What follows belongs to an exercise in optimizing a design on an open flow for small area, a short achievable clock period and few clock cycles; a production flow would make more cautious choices. RTL that was checked went through simulation tests only; none was proved equivalent to the original. Only the layout flow was run in run 2; the RTL was not checked for function there. Power is estimated from default activity; no workload was simulated.

==> flow/design.v <==
module SimpleCPU(clk, rst, data_fromRAM, wrEn, addr_toRAM, data_toRAM);
input clk, rst;
input wire [31:0] data_fromRAM;
output reg wrEn;
output reg [9:0] addr_toRAM;
output reg [31:0] data_toRAM;    
localparam S_F0  = 4'd0,   
           S_F1  = 4'd1,   
           S_2   = 4'd2,   
           S_3   = 4'd3,   
           S_4   = 4'd4,   
           S_5   = 4'd5,   
           S_IT  = 4'd6,   
           S_J   = 4'd7,   
           S_BR  = 4'd8,   
           S_NFX = 4'd9,   
           S_NFL = 4'd10,  
           S_NFH = 4'd11,  
           S_BT  = 4'd12,  
           S_BJ  = 4'd13;  
localparam OP_ADD = 4'd0, OP_ADDi = 4'd1, OP_NAND = 4'd2, OP_NANDi = 4'd3,
           OP_SRL = 4'd4, OP_SRLi = 4'd5, OP_LT = 4'd6, OP_LTi = 4'd7,
           OP_CP = 4'd8, OP_CPi = 4'd9, OP_CPI = 4'd10, OP_CPIi = 4'd11,
           OP_BZJ = 4'd12, OP_BZJi = 4'd13, OP_MUL = 4'd14, OP_MULi = 4'd15;
reg [3:0]  state;
reg        hz;           
reg [9:0]  pc;
reg [3:0]  op;
reg [9:0]  fa;           
reg [31:0] r2;           
reg [31:0] r3;           
reg        g32;          
reg        bz;           
reg        az;           
wire [31:0] d  = data_fromRAM;
wire [31:0] r1 = data_toRAM;
wire [9:0]  pc1 = pc + 10'd1;
wire st_f1  = state == S_F1;
wire st_2   = state == S_2;
wire st_3   = state == S_3;
wire st_4   = state == S_4;
wire st_5   = state == S_5;
wire st_it  = state == S_IT;
wire st_j   = state == S_J;
wire st_br  = state == S_BR;
wire st_bt  = state == S_BT;
wire st_bj  = state == S_BJ;
wire st_nfx = state == S_NFX;
wire st_nfl = state == S_NFL;
wire st_nf  = state == S_NFX || state == S_NFL || state == S_NFH;
wire op_mul  = op[3:1] == 3'b111;
wire op_alu  = ~op[3];                  
wire op_imm  = op[0];
wire op_srl  = op[3:1] == 3'b010;
wire [32:0] sum;
add32 adder (.a(r1), .b(r2), .s(sum));
wire        lt   = sum[32];
wire        srl_last = g32 | (r2[4:1] == 4'd0);
wire        srl_nz   = ~g32 & (r2[4:0] != 5'd0);
wire r3hz = (r3[31:1] == 31'd0);
wire r2lz = (r2[30:0] == 31'd0);
wire r2z  = r2lz & ~r2[31];
wire mul_last = r3hz | r2lz;
wire jz   = st_j & az;
wire take = (st_f1 & ~hz) | (st_br & ~bz) | jz;
reg [3:0] state_n;
reg       nf;            
always @(*) begin
	nf = 1'b0;
	state_n = state;
	case (state)
	S_F0: state_n = S_F1;
	S_F1: state_n = hz ? S_F0 : S_2;
	S_2:  if (op == OP_CPi) begin nf = 1'b1; state_n = S_NFX; end    
	      else if (op == OP_CP) begin nf = 1'b1; state_n = S_NFL; end
	      else state_n = S_3;
	S_3:  case (op)
		OP_ADDi, OP_NANDi, OP_LTi: begin nf = 1'b1; state_n = S_NFX; end
		OP_SRLi: if (srl_last) begin nf = 1'b1; state_n = S_NFX; end
		         else state_n = S_IT;
		OP_MULi: state_n = S_IT;
		OP_BZJi: state_n = S_J;
		OP_CPIi: begin nf = 1'b1; state_n = S_NFL; end
		OP_CPI: state_n = S_5;
		OP_BZJ: state_n = S_BR;
		default: state_n = S_4;  
	      endcase
	S_4:  case (op)
		OP_SRL: state_n = S_IT;
		OP_MUL: if (r2z) begin nf = 1'b1; state_n = S_NFH; end
		        else state_n = S_IT;
		default: begin nf = 1'b1; state_n = S_NFX; end  
	      endcase
	S_5:  begin nf = 1'b1; state_n = S_NFL; end
	S_IT: if (op[3] ? mul_last : srl_last) begin nf = 1'b1; state_n = S_NFH; end
	S_J:  state_n = jz ? S_2 : S_F0;
	S_BR: state_n = bz ? S_BT : S_2;
	S_BT: state_n = S_BJ;
	S_BJ: state_n = S_F1;
	S_NFX, S_NFL, S_NFH: state_n = S_F1;
	default: state_n = S_F0;
	endcase
end
wire nf_bzj = st_2 & (op == OP_BZJ);
wire pc_inc = nf | nf_bzj;
wire pc_jmp = ~pc_inc & (st_j | st_bj);
wire pc_keep = ~pc_inc & ~pc_jmp;
wire a_pc1 = pc_inc;
wire a_a   = take & d[28];
wire a_ind = (take & ~d[28]) | (st_3 & (op == OP_CPI)) | st_bt;
wire a_b   = ~pc_inc & st_2 & op[0];
wire a_sum = ~take & st_j;                                  
wire a_fa  = ~(a_a | a_pc1 | a_b | a_ind | a_sum);           
always @(posedge clk) begin
	if (rst) begin
		state <= S_F0;
		pc <= 10'd0;
		addr_toRAM <= 10'd0;
		wrEn <= 1'b0;
		hz <= 1'b0;
	end else begin
		state <= state_n;
		wrEn <= st_nf;
		hz <= st_nf & (fa == pc);
		pc <= ({10{pc_inc}} & pc1) | ({10{pc_jmp}} & sum[9:0]) | ({10{pc_keep}} & pc);
		addr_toRAM <= ({10{a_a}} & d[23:14]) | ({10{a_pc1}} & pc1) | ({10{a_b}} & r2[9:0]) |
		              ({10{a_ind}} & d[9:0]) | ({10{a_sum}} & sum[9:0]) | ({10{a_fa}} & fa);
	end
end
wire op_lt   = ~op[3] & op[2] & op[1];
wire sel_zero = (st_2 & (op_mul | op == OP_BZJ | op == OP_CPi)) | ((st_nfx | st_it) & op_srl & g32);
wire sel_nd   = (op[0] ? st_3 : st_4) & op_lt;
wire sel_d    = (st_3 & ((op_alu & op[0] & ~op_lt) | op == OP_BZJi)) |
                (st_4 & op_alu & ~op[0] & ~op_lt) | st_nfl;
wire sel_sum  = (st_nfx & op[2:1] == 2'b00) | (st_it & op[3] & r3[0]);
wire sel_nand = st_nfx & op[2:1] == 2'b01;
wire sel_lt   = st_nfx & op[2:1] == 2'b11;
wire sel_shr  = (st_nfx | st_it) & op_srl & srl_nz;
wire r1_en = sel_zero | sel_nd | sel_d | sel_sum | sel_nand | sel_lt | sel_shr;
wire [31:0] r1_n = ({32{sel_d}} & d) |
                   ({32{sel_nd}} & ~d) | ({32{sel_sum}} & sum[31:0]) |
                   ({32{sel_nand}} & ~(r1 & r2)) | {31'd0, sel_lt & lt} |
                   ({32{sel_shr}} & {1'b0, r1[31:1]});
wire s2_imm = take;
wire mswap  = st_4 & (op == OP_MUL) & (r2[31:12] == 20'd0);
wire s2_d   = (st_3 & (op_mul | (op_alu & ~op[0]))) | (st_4 & mswap) | st_bt;
wire s2_shl = st_it & op[3];
wire s2_dec = st_it & ~op[3] & srl_nz;
wire s2_keep = ~(s2_imm | s2_d | s2_shl | s2_dec);
wire [31:0] r2_n = ({32{s2_d}} & d) | ({32{s2_imm}} & {18'd0, d[13:0]}) |
                   ({32{s2_shl}} & {r2[30:0], 1'b0}) |
                   ({32{s2_dec}} & {r2[31:5], r2[4:0] - 5'd1}) |
                   ({32{s2_keep}} & r2);
wire fa_cpii = st_3 & (op == OP_CPIi);
wire fa_keep = ~(take | fa_cpii);
always @(posedge clk) begin
	op <= ({4{take}} & d[31:28]) | ({4{~take}} & op);
	fa <= ({10{take}} & d[23:14]) | ({10{fa_cpii}} & d[9:0]) | ({10{fa_keep}} & fa);
	data_toRAM <= r1_n | ({32{~r1_en}} & r1);
	r2 <= r2_n;
	g32 <= (take & |d[13:5]) | (st_3 & ~op[0] & |d[31:5]) | (~take & ~(st_3 & ~op[0]) & g32);
	bz  <= (st_3 & (d == 32'd0)) | (~st_3 & bz);
	az  <= (st_3 & (d[9:0] == 10'd0)) | (~st_3 & az);
	r3 <= ({32{st_4 & ~mswap}} & d) | ({32{mswap}} & r2) | ({32{st_3}} & {18'd0, r2[13:0]}) |
	      ({32{~st_3 & ~st_4}} & {1'b0, r3[31:1]});
end
endmodule
module add32(input [31:0] a, input [31:0] b, output [32:0] s);
  wire [31:0] p0 = a ^ b, g0 = a & b;
  wire [31:0] g1, p1, g2, p2, g3, p3, g4, p4, g5, p5, c;
  genvar i;
  generate for (i = 0; i < 32; i = i + 1) begin : l1
    if (i % 2 == 1) begin
      assign g1[i] = g0[i] | p0[i] & g0[i-1]; assign p1[i] = p0[i] & p0[i-1];
    end else begin
      assign g1[i] = g0[i]; assign p1[i] = p0[i];
    end
  end endgenerate
  generate for (i = 0; i < 32; i = i + 1) begin : l2
    if (i % 4 == 3) begin
      assign g2[i] = g1[i] | p1[i] & g1[i-2]; assign p2[i] = p1[i] & p1[i-2];
    end else begin
      assign g2[i] = g1[i]; assign p2[i] = p1[i];
    end
  end endgenerate
  generate for (i = 0; i < 32; i = i + 1) begin : l3
    if (i % 8 == 7) begin
      assign g3[i] = g2[i] | p2[i] & g2[i-4]; assign p3[i] = p2[i] & p2[i-4];
    end else begin
      assign g3[i] = g2[i]; assign p3[i] = p2[i];
    end
  end endgenerate
  generate for (i = 0; i < 32; i = i + 1) begin : l4
    if (i % 16 == 15) begin
      assign g4[i] = g3[i] | p3[i] & g3[i-8]; assign p4[i] = p3[i] & p3[i-8];
    end else begin
      assign g4[i] = g3[i]; assign p4[i] = p3[i];
    end
  end endgenerate
  generate for (i = 0; i < 32; i = i + 1) begin : l5
    if (i == 31) begin
      assign g5[i] = g4[i] | p4[i] & g4[i-16]; assign p5[i] = p4[i] & p4[i-16];
    end else begin
      assign g5[i] = g4[i]; assign p5[i] = p4[i];
    end
  end endgenerate
  generate for (i = 0; i < 32; i = i + 1) begin : dn
    if (i == 0 || i == 1 || i == 3 || i == 7 || i == 15 || i == 31)
      assign c[i] = g5[i];
    else if (i == 23)
      assign c[i] = g5[i] | p5[i] & c[15];
    else if (i % 8 == 7)
      assign c[i] = g5[i] | p5[i] & c[i-8];
    else if (i % 4 == 3)
      assign c[i] = g5[i] | p5[i] & c[i-4];
    else if (i % 2 == 1)
      assign c[i] = g5[i] | p5[i] & c[i-2];
    else
      assign c[i] = g0[i] | p0[i] & c[i-1];
  end endgenerate
  assign s[0] = p0[0];
  generate for (i = 1; i < 32; i = i + 1) begin : so
    assign s[i] = p0[i] ^ c[i-1];
  end endgenerate
  assign s[32] = c[31];
endmodule
==> flow/flow/run.sh <==
#!/bin/bash
# The standard layout, with plain buffers instead of delay cells on the ports,
# and timing repair aimed at a shorter period than the clock's.
set -euo pipefail
export BUFFER_PORTS_ARGS="-buffer_cell sky130_fd_sc_hd__buf_2"
export SETUP_SLACK_MARGIN=7.8
bash standard.sh > standard.log 2>&1
==> flow/config.mk <==
export PLATFORM = sky130hd
export DESIGN_NAME = SimpleCPU
export DESIGN_NICKNAME = SimpleCPU
export VERILOG_FILES = /design/flow/design.v
export SDC_FILE = /design/flow/constraint.sdc
export NUM_CORES = 4
export LEC_CHECK = 0
export ABC_AREA = 1
export CAP_MARGIN = 20
export CORE_MARGIN = 2
export CORE_UTILIZATION = 40
export SLEW_MARGIN = 20
==> flow/standard.sh <==
#!/bin/bash
# synth_recipe.tcl (not shown) runs the flow's synth.tcl, then flattens the netlist and writes it again
# the make line also repeats each setting of config.mk as NAME=value (left out here)
make -C /OpenROAD-flow-scripts/flow DESIGN_CONFIG=/design/flow/config.mk WORK_HOME=/design/flow/orfs CLKGATE_MAP_FILE= SYNTH_SCRIPT=/design/flow/synth_recipe.tcl "${@:-finish}"
==> flow/constraint.sdc <==
create_clock -name core_clock -period 11.0 [get_ports {clk}]
set_input_delay 2.2000 -clock core_clock [delete_from_list [all_inputs] [get_ports {clk}]]
set_output_delay 2.2000 -clock core_clock [all_outputs]
set_load 0.01 [all_outputs]
==> reports/results.tsv, run 1 <==
stage	metric	value	unit
run_status	status	no timing/DRC/antenna violations	
layout	nNetsFinal	1320	
placement	dp_hpwl	20.9	mm
global_routing	antenna_found_initial	1	
clock_network	clk_latency	0.43	ns
sta	layout_setup_ws	7.83	ns
clock_network	cts_root_buf	clkbuf_16	
layout	drive_gt1_frac	0.150	
floorplan	io-pin-count	77	
clock_network	clockBufferDepth	2	
clock_network	h-tree-depth	4	
clock_network	clk_pin_slew	0.06	ns
synthesis	yosys_warnings	1	
sta	rsz0062_at_grt	true	
layout	regArea	2870	sq um
global_routing	use_met2	0.412	
worst_hold_path	hold_class	flop to flop	
layout	stdcell_count	1523	
global_routing	grt_max_degree	34	
synthesis	synth-edff-count	6	
floorplan	die_w	150	microns
global_routing	grt_remaining_overflow	0	
drt	dr.first_iter.drc_count	739	
drt	drt-wirelength-per-cell	19.0	microns
layout	mostFrequentLayoutCells	181 x nand2_1, 159 x inv_1, 144 x nor2_1, 114 x dfxtp_1, 75 x buf_2	
drt	vias_per_cell	5.62	
critical_path	cp.arrival	0.97	ns
global_routing	grt.total_usage	0.264	
drt	num_vias	8554	
critical_path	critPathBufInv	1	
global_routing	met3_usage	0.0451	
global_routing	first_global_vias	8246	
sta	max_freq	0.315	GHz
power	p_leak	4.31	nW
sta	fin_crit_sh	0.289	
sta	maxSlewHeadroom	0.327	
placement	pre_cts_slack	7.30	ns
power	powerDensity	287	nW/um^2
critical_path	slowest_delay	0.39	ns
layout	layout_commonest_cell	nand2_1	
power	worst_ir_drop_vdd	0.124	mV
critical_path	crit_path_top_delay_cell	dfxtp_2	
synthesis	yosysTopAreaCell	dfxtp_1	
clock_network	cts_buffers	17	
layout	multi_input_area	4910	sq um
global_routing	grt_pass1_wl	45.7	mm
global_routing	groute.layer.met1.usage	0.368	
layout	n_antenna_cell	0	
sta	fin_worst_skew	0.00969	ns
placement	dp_cells	1491	
placement	gp_congestion	0.922	
floorplan	core_area	21000	sq um
clock_network	cts_sinks	139	
critical_path	worstSetupStartpointType	flop	
floorplan	die_y	150	microns
placement	io_buffer_count	76	
synthesis	synth_area	8500	sq um
floorplan	num_rows	53	
clock_network	cts_tree	built	
global_routing	top_usage_layer	met2	
sta	tns	0	ns
sta	final_max_slew_viol_count	0	
synthesis	syn_area_per_cell	7.25	sq um
drt	drc	0	
synthesis	synth_top_area_share	0.313	
job	cap_violations	0	
critical_path	crit_path_max_fanout	4	
synthesis	async_reset_ff_frac	0	
synthesis	synthesis.nets	1258	
sta	hold_viol_final	0	
critical_path	required	8.80	ns
synthesis	synth_area_leaders	dfxtp_1 31%, nand2_1 8.2%, inv_1 7.0%, nor2_1 6.5%, ha_1 5.2%	
synthesis	synth_seq_cells	139	
layout	layout.filler_cells	2214	
synthesis	ys.flop_type	dfxtp_1	
critical_path	path_class	flop to output pin	
drt	wirelength	28.9	mm
sta	fin_crit	3.17	ns
floorplan	dieArea	22400	sq um
sta	setup_violations	0	
drt	postRouteAntennaNets	0	
synthesis	synth_cells	1173	
drt	drtPass1Iterations	5	
layout	area_growth_syn_to_layout	14.6	%
synthesis	yosysUniqueCellTypes	49	
synthesis	yosysSeqAreaShare	0.334	
critical_path	critPathCaptureType	output pin	
critical_path	crit_family	flip-flops	
sta	worst_pin_slew	1.00	ns
critical_path	crit_path_cell_trace	buf_4	
floorplan	start_util	0.406	
sta	fin_hold_ws	0.467	ns
==> flip-flops by register name, indices dropped and copies added, names as in the netlist, named ones only <==
name	cells
r3	32
addr_toRAM	10
data_toRAM	32
pc	10
g32	1
wrEn	1
state	4
hz	1
fa	10
r2	32
==> synth_stat cells, drive strengths merged, types with 12 or more instances <==
master and number:
a211oi 18, a21oi 47, a22oi 51, buf 20
clkbuf 19, dfxtp 133, fa 16, ha 35
inv 170, nand2 192, nand3 40, nand4 27
nor2 153, nor3 13, o21ai 90, o22ai 54
xnor2 12, xor2 16
==> through the flow <==
step | instance area, sq um | total power, mW | util
3_5_place_dp | 9100 | 2.20 | 0.434
2_1_floorplan | 8500 | 1.79 | -
5_1_grt | 9750 | 3.01 | 0.465
3_3_place_gp | 9100 | 2.20 | 0.434
6_report | 9750 | 2.80 | 0.465
4_1_cts | 9660 | 2.76 | 0.461
==> where the power goes <==
group / internal, mW / leakage (nW) / total, mW / switching (mW)
combinational: 0.482 / 2.90 / 1.35 / 0.864
clock: 0.306 / 0.260 / 0.541 / 0.235
sequential: 0.719 / 1.16 / 0.909 / 0.190
total: 1.51 / 4.31 / 2.80 / 1.29
==> what timing repair did <==
item,4_1_cts,5_1_grt
resized for setup,15,28
setup endpoints to repair,36,40
setup buffers,0,0
pin swaps,0,2
hold buffers,0,0
gates cloned,0,0
==> path summary, 6_finish.rpt <==
check | startpoint | endpoint | slack, ns | cells after the start
max | data_toRAM[2] | data_toRAM[2] | 7.83 | 1
min | r3[29] | r3[28] | 0.47 | 2
max reg2reg | r2[0] | data_toRAM[22] | 7.96 | 17
min reg2reg | r3[29] | r3[28] | 0.47 | 2
==> per-layer routing <==
layer,part of all wire,vias up
li1,-,4148
met1,0.45,3994
met2,0.44,345
met3,0.075,67
met4,0.029,0
met5,0,-
==> logic make-up after synthesis <==
logic type	Yosys count	synth area share
fa+ha+maj	51	0.0892
xor+xnor	28	0.0288
compound gates	305	0.230
flops	139	0.334
buf+inv	211	0.0968
simple gates	439	0.221
==> final cells by class <==
class | count | area share
multi-input cells | 823 | 0.504
flip-flops and latches | 139 | 0.295
inverters | 172 | 0.0662
clock buffers | 23 | 0.0490
repair buffers | 82 | 0.0439
well taps | 275 | 0.0353
clock inverters | 9 | 0.00655
Testbench counts, summed over its fixed seeds: cycles 242,726.
==> inputs of run 2 (changes only) <==
--- a/flow/design.v
+++ b/flow/design.v
@@ -57,4 +57,6 @@
 wire        lt   = sum[32];
-wire        srl_last = g32 | (r2[4:1] == 4'd0);
-wire        srl_nz   = ~g32 & (r2[4:0] != 5'd0);
+wire        srl4     = ~g32 & (r2[4:2] != 3'd0);
+wire        srl1     = ~g32 & (r2[4:2] == 3'd0) & (r2[1:0] != 2'd0);
+wire        srl_nz   = srl4 | srl1;
+wire        srl_last = g32 | (r2[4:0] == 5'd4) | ((r2[4:2] == 3'd0) & ~r2[1]);
 wire r3hz = (r3[31:1] == 31'd0);
@@ -137,4 +139,5 @@
 wire sel_lt   = st_nfx & op[2:1] == 2'b11;
-wire sel_shr  = (st_nfx | st_it) & op_srl & srl_nz;
-wire r1_en = sel_zero | sel_nd | sel_d | sel_sum | sel_nand | sel_lt | sel_shr;
+wire sel_shr  = (st_nfx | st_it) & op_srl & srl1;
+wire sel_shr4 = (st_nfx | st_it) & op_srl & srl4;
+wire r1_en = sel_zero | sel_nd | sel_d | sel_sum | sel_nand | sel_lt | sel_shr | sel_shr4;
 wire [31:0] r1_n = ({32{sel_d}} & d) |
@@ -142,3 +145,3 @@
                    ({32{sel_nand}} & ~(r1 & r2)) | {31'd0, sel_lt & lt} |
-                   ({32{sel_shr}} & {1'b0, r1[31:1]});
+                   ({32{sel_shr}} & {1'b0, r1[31:1]}) | ({32{sel_shr4}} & {4'd0, r1[31:4]});
 wire s2_imm = take;
@@ -151,3 +154,3 @@
                    ({32{s2_shl}} & {r2[30:0], 1'b0}) |
-                   ({32{s2_dec}} & {r2[31:5], r2[4:0] - 5'd1}) |
+                   ({32{s2_dec}} & (srl4 ? {r2[31:5], r2[4:2] - 3'd1, r2[1:0]} : {r2[31:5], r2[4:0] - 5'd1})) |
                    ({32{s2_keep}} & r2);
==> run 2 against run 1 <==
Still clean on timing, DRC and antenna. Worst setup slack got worse by 0.13 ns. Non-clock buffer count increased by 11. Cell area is 4.3% higher. Area after synthesis increased by 3.4%. Count of clock-buffer cells in the layout rose by 4. Utilization grew 0.37 points. Global-route usage up 0.71 points. Maximum frequency is 4.0% lower. Critical path depth up 9. First-iteration DRC count increased by 49%. Register-to-register slack lost 0.27 ns. Sequential power rose by 2.3%. Critical path type is now flop to flop. Largest cell class unchanged. Highest routed layer unchanged.
==> reports/results.tsv, run 2 <==
stage	metric	value	unit
layout	regArea	2880	sq um
worst_hold_path	worstHoldStart	r3[19]	
clock_network	h-tree-depth	4	
drt	postRouteAntennaNets	0	
critical_path	reg2reg_from	r2[2]	
sta	max_freq	0.302	GHz
global_routing	grt_remaining_overflow	0	
global_routing	groute.layer.met1.usage	0.376	
power	power_frac_comb	0.508	
power	netSwitchingPower	1.37	mW
clock_network	clk_latency	0.43	ns
job	cap_violations	0	
drt	dr.first_iter.drc_count	1099	
sta	fin_crit	3.31	ns
drt	num_vias	9256	
synthesis	syn_area_per_cell	7.27	sq um
critical_path	cp.arrival	3.63	ns
synthesis	synth_area	8790	sq um
floorplan	die_y	152	microns
layout	mostFrequentLayoutCells	194 x nand2_1, 148 x inv_1, 126 x nor2_1, 109 x dfxtp_1, 73 x buf_2	
critical_path	path_class	flop to flop	
synthesis	yosysTopAreaCell	dfxtp_1	
sta	maxSlewHeadroom	0.348	
synthesis	synth_cells	1210	
global_routing	use_met2	0.413	
critical_path	critPathCaptureType	flop	
global_routing	met3_usage	0.0640	
synthesis	ys.flop_type	dfxtp_1	
clock_network	cts_sinks	139	
floorplan	core_area	21700	sq um
synthesis	yosysSeqAreaShare	0.323	
global_routing	grt_max_degree	34	
layout	drive_gt1_frac	0.168	
critical_path	crit_path_top_delay_cell	inv_1	
critical_path	crit_path_max_fanout	19	
critical_path	crit_family	simple AND/OR/NAND/NOR gates	
clock_network	cts_hold_buffers	0	
placement	gp_congestion	0.942	
sta	rsz0062_at_grt	true	
clock_network	cts_tree	built	
synthesis	synth_common_cells	197 x nand2_1, 155 x inv_1, 133 x dfxtp_1	
clock_network	clk_pin_slew	0.06	ns
global_routing	top_usage_layer	met2	
sta	hold_viol_final	0	
floorplan	die_w	152	microns
sta	setup_violations	0	
synthesis	synth_area_leaders	dfxtp_1 30%, nand2_1 8.4%, inv_1 6.6%, nor2_1 5.6%, ha_1 5.4%	
floorplan	num_rows	54	
layout	top_regs	data_toRAM (32), r2 (32), r3 (32)	
synthesis	synthesis.nets	1298	
power	swShare	0.469	
drt	drc	0	
sta	fin_crit_sh	0.301	
power	internal_power	1.56	mW
global_routing	first_global_vias	8755	
floorplan	start_util	0.405	
drt	drt-wirelength-per-cell	20.3	microns
power	seqPwrFrac	0.317	
synthesis	async_reset_ff_frac	0	
critical_path	worstSetupStartpointType	flop	
critical_path	slowest_delay	0.98	ns
power	p_leak	4.41	nW
critical_path	rrSetupSlack	7.69	ns
clock_network	cts_buffers	17	
clock_network	cts_root_buf	clkbuf_16	
drt	drtPass1Iterations	7	
floorplan	dieArea	23200	sq um
layout	layout_commonest_cell	nand2_1	
global_routing	antenna_found_initial	0	
drt	vias_per_cell	5.90	
synthesis	synth-edff-count	6	
synthesis	synth_top_area_share	0.303	
synthesis	yosys_warnings	1	
synthesis	synth_seq_cells	139	
sta	fin_worst_skew	0.00737	ns
sta	final_max_slew_viol_count	0	
layout	n_antenna_cell	0	
critical_path	crit_path_cell_trace	inv_1, ha_1, nand2_1, nor3_1, nand3_2, inv_1, nand2_1, o221ai_1, nor2_1, o221ai_1	
run_status	status	no timing/DRC/antenna violations	
layout	fin_util	0.469	
critical_path	critPathBufInv	2	
sta	tns	0	ns
synthesis	synth_most_common_cell	nand2_1	
critical_path	critPathLaunch	r2[2]	
placement	dp_hpwl	23.2	mm
power	powerDensity	288	nW/um^2
layout	layout.filler_cells	2232	
layout	multi_input_area	5270	sq um
floorplan	io-pin-count	77	
synthesis	yosysUniqueCellTypes	49	
sta	worst_pin_slew	0.976	ns
global_routing	grt_pass1_wl	49.9	mm
layout	nNetsFinal	1366	
critical_path	required	11.33	ns
worst_hold_path	hold_class	flop to flop	
layout	area_growth_syn_to_layout	15.6	%
power	p_clk_frac	0.174	
power	worst_ir_drop_vdd	0.143	mV
clock_network	clockBufferDepth	2	
placement	io_buffer_count	76	
global_routing	grt.total_usage	0.271	
drt	wirelength	31.9	mm
[run 2: what timing repair did]
item                                    in CTS  in global routing
setup buffers                                7                  5
cloned                                       0                  1
pin swaps                                   13                 24
gates resized for setup                     42                 37
endpoints found under the setup margin      67                 48
[run 2: power by group through the flow]
| stage | logic (mW) | clock network, mW | registers (mW) |
|---|---|---|---|
| 5_1_grt | 1.66 | 0.534 | 0.953 |
| 3_5_place_dp | 1.38 | 0 | 0.923 |
| 6_report | 1.49 | 0.511 | 0.930 |
| 2_1_floorplan | 0.976 | 0 | 0.882 |
| 3_3_place_gp | 1.38 | 0 | 0.924 |
| 4_1_cts | 1.43 | 0.512 | 0.919 |
[run 2: worst paths after layout]
path,to,cells past startpoint
min,r3[18],2
max,data_toRAM[14],10
max reg2reg,data_toRAM[14],10
min reg2reg,r3[18],2
[run 2: kinds of logic (layout without fill, tap and decap cells)]
| family | Yosys count | count (layout) | share of synthesized area |
|---|---|---|---|
| adder cells (fa/ha/maj) | 54 | 54 | 0.0905 |
| AO/OA/AOI/OAI | 312 | 312 | 0.231 |
| AND/OR/NAND/NOR | 463 | 464 | 0.230 |
| buffers and inverters | 215 | 293 | 0.0978 |
| flip-flops | 139 | 139 | 0.323 |
| XOR/XNOR | 27 | 27 | 0.0269 |
[run 2: cell type report]
type / instances / share of cell area
clock buffers: 27 / 0.0475
clock inverters: 3 / 0.00148
inverters: 170 / 0.0631
multi-input cells: 857 / 0.518
flip-flops and latches: 139 / 0.283
well taps: 280 / 0.0345
repair buffers: 93 / 0.0522
[run 2: through the flow]
step	cell area, sq um	worst slack, ns	cells	power [mW]	hold WS [ns]
after floorplan	8790	7.91	1210	1.86	0.429
after global placement	9350	6.98	1526	2.30	0.436
after detailed placement	9350	7.06	1526	2.30	0.441
after CTS	10000	7.75	1563	2.86	0.459
after global routing	10200	7.61	1569	3.14	0.477
final	10200	7.69	1569	2.93	0.457
[run 2: layer usage]
layer,wire [microns],up-vias
met5,0,-
met4,876,0
met3,2930,65
met2,14100,478
met1,14000,4382
li1,-,4331
[run 2: tightest hold or removal path, delay by kind of cell (launching register included)]
family	cells	cell delay, ns
AOI/OAI and AO/OA	1	0.05
DFF	1	0.32
and+or+nand+nor	1	0.05

-- re-timing with driven ports --
How much do the figures lean on ideal ports? The routed layouts below were timed once more, with nothing changed but the port constraints. Step 1, drivers: a clkbuf_16 drives clk and a buf_2 each remaining input, both assumed. Step 2, shift: input delay + t, output delay - t, t = (earliest + latest rising clock arrival at the registers) / 2. This alone moves slack from input paths to output paths. a / b / c = no drivers / after step 1 / after step 2; a / b = the first two.
run | shift t [ns] | setup slack, ns | slew at the worst register clock pin (ns) | pins driven straight from the clock port
run 1 | 0.476 | 7.826 / 7.776 / 7.504 | 0.06 / 0.06 | 1
run 2 | 0.472 | 7.692 / 7.692 / 7.414 | 0.06 / 0.06 | 1
After both steps every run listed still meets setup and hold. For run 1, which loses most, drivers alone change the setup slack by -0.050 ns; drivers and shift together by -0.322 ns.
